What follows belongs to an exercise in optimizing a design on an open flow for small area, a short achievable clock period and few clock cycles per item; a production flow would make more cautious choices.
At most, simulation tests tie the RTL to the original design; equivalence was not proved.

## JK
Design collision, start of the top module:
module collision(clk, rst, data_in_x, data_in_y, data_in_z, collision_detect, done_valid);
For scale: ~880 flip-flops, ~49,000 µm² of cells after synthesis.
==> flow/config.mk <==
export PLATFORM = sky130hd
export DESIGN_NAME = collision
export DESIGN_NICKNAME = collision
export VERILOG_FILES = /design/flow/design.v
export SDC_FILE = /design/flow/constraint.sdc
export NUM_CORES = 4
export LEC_CHECK = 0
export CAP_MARGIN = 20
export CORE_MARGIN = 2
export CORE_UTILIZATION = 60
export SETUP_SLACK_MARGIN = 5
export SLEW_MARGIN = 20
==> flow/constraint.sdc <==
create_clock -name core_clock -period 10.0 [get_ports {clk}]
set_input_delay 2.0000 -clock core_clock [delete_from_list [all_inputs] [get_ports {clk}]]
set_output_delay 2.0000 -clock core_clock [all_outputs]
set_load 0.01 [all_outputs]
run.sh (not shown) runs the stock make flow with config.mk's settings and CLKGATE_MAP_FILE= SYNTH_SCRIPT=/design/flow/synth_recipe.tcl, a recipe that flattens the netlist after the stock synthesis.
The following lists how MS was set up differently from JK:
- a change of CORE_UTILIZATION from 60 to 40
==> comparison <==
Max final design instance area without fill across JK and MS: MS
The smallest hold slack of MS exceeds that of JK by 0.014 ns.
Delta (MS minus JK): number of cells on the critical path now sits lower; met3 layer usage reported by global route fell by 4.5 points; cell count increased by 561 relative to the old numbers; worst setup slack before clock tree synthesis flat; post-route clock period utilization went up 0.32 points.
A standard cell with the maximum stage delay on the critical path of sky130_fd_sc_hd__fa_1 is what JK shows, while sky130_fd_sc_hd__edfxtp_1 belongs to MS.
In the metrics for JK and MS, the one carrying the lower signed area change from the synthesized netlist to the final layout is JK.
No run of this note included a check of the RTL's function; only the layout flow was run.

========
collision, a different RTL version from the one above (not shown whole).
Size: roughly 4700 cells after synthesis, ~890 flip-flops, roughly 46000 µm² of cells after synthesis.
Settings: LEC_CHECK=0, CAP_MARGIN=20, CORE_MARGIN=2, CORE_UTILIZATION=40, CTS_CLUSTER_DIAMETER=100, CTS_CLUSTER_SIZE=30, SLEW_MARGIN=20; clock period 10.0 ns.
standard.sh (not shown) runs the stock make flow with config.mk's settings and CLKGATE_MAP_FILE= SYNTH_SCRIPT=/design/flow/synth_recipe.tcl, a recipe that flattens the netlist after the stock synthesis.
==> flow/flow/run.sh <==
#!/bin/bash
set -o pipefail
bash standard.sh SETUP_SLACK_MARGIN=6 finish > flow_make.log 2>&1
Testbench counts at the start, summed over its fixed seeds: cycles 4,254, items 192.
Change:
==> flow/run.sh (new file) <==
#!/bin/bash
# synth_recipe.tcl (not shown) runs the flow's synth.tcl, then flattens the netlist and writes it again
# the make line also repeats each setting of config.mk as NAME=value (left out here)
make -C /OpenROAD-flow-scripts/flow DESIGN_CONFIG=/design/flow/config.mk WORK_HOME=/design/flow/orfs CLKGATE_MAP_FILE= SYNTH_SCRIPT=/design/flow/synth_recipe.tcl finish
Settings changed: CTS_CLUSTER_DIAMETER 100 to unset, CTS_CLUSTER_SIZE 30 to unset, SETUP_SLACK_MARGIN set to 5.
removed: flow/flow/run.sh
removed: flow/standard.sh
Final area came out lower by 0.51%.
Register-to-register slack loses 0.67 ns.
Global-route usage goes down by 0.17 points.
Area after synthesis does not change.
Change:
==> flow/flow/run.sh (new file) <==
#!/bin/bash
set -o pipefail
bash standard.sh SETUP_SLACK_MARGIN=6.4 finish > flow_make.log 2>&1
==> flow/standard.sh (new file) <==
#!/bin/bash
# synth_recipe.tcl (not shown) runs the flow's synth.tcl, then flattens the netlist and writes it again
# the make line also repeats each setting of config.mk as NAME=value (left out here)
make -C /OpenROAD-flow-scripts/flow DESIGN_CONFIG=/design/flow/config.mk WORK_HOME=/design/flow/orfs CLKGATE_MAP_FILE= SYNTH_SCRIPT=/design/flow/synth_recipe.tcl "${@:-finish}"
Settings changed: SETUP_SLACK_MARGIN 5 to unset.
removed: flow/run.sh
Result: The changed run completed with no timing, DRC or antenna violations. Core utilization goes up by 3.6 points. Final area went up by 8.1%.
Change:
==> flow/flow/run.sh (replaced) <==
#!/bin/bash
set -o pipefail
bash standard.sh SETUP_SLACK_MARGIN=6 finish > flow_make.log 2>&1
- The new run finished clean
- count of clock-buffer cells in the layout shrinks by 14
- sequential cell count does not change
- setup slack gets better by 0.13 ns
- worst hold slack is better by 0.0035 ns
- fmax rises by 3.1%

==> re-timing with driven ports <==
The flow's constraints put no driver on any port. The routed layouts listed below were extracted and timed again, unchanged, in two steps.
Step 1 (the two cells are an assumption about what drives the block):
set clk [get_ports {clk}]
set_driving_cell -lib_cell sky130_fd_sc_hd__clkbuf_16 $clk
set_driving_cell -lib_cell sky130_fd_sc_hd__buf_2 [delete_from_list [all_inputs] $clk]
Step 2 also shifts input and output timing later by t, the mid clock arrival at the registers, as if the neighbouring blocks saw the same clock.
Three values: ideal, step 1, step 2; two values: the first two.
run | t (ns) | setup slack, ns | hold slack, ns | worst setup path after step 2 | worst register clock-pin slew, ns
JK | 0.737 | 5.140 / 5.140 / 5.140 | 0.305 / 0.305 / 0.305 | register to register | 0.08 / 0.08
MS | 0.751 | 5.108 / 5.108 / 5.108 | 0.319 / 0.319 / 0.319 | register to register | 0.07 / 0.07
the first run of note 2 | 0.713 | 5.944 / 5.944 / 5.944 | 0.310 / 0.310 / 0.310 | register to register | 0.12 / 0.12
the second run of note 2 | 0.718 | 5.275 / 5.275 / 5.275 | 0.298 / 0.298 / 0.298 | register to register | 0.07 / 0.07
the third run of note 2 | 0.741 | 5.842 / 5.842 / 5.842 | 0.309 / 0.309 / 0.309 | register to register | 0.07 / 0.07
the fourth run of note 2 | 0.734 | 5.969 / 5.969 / 5.969 | 0.313 / 0.313 / 0.313 | register to register | 0.07 / 0.07
After both steps setup and hold are still met in every run listed.
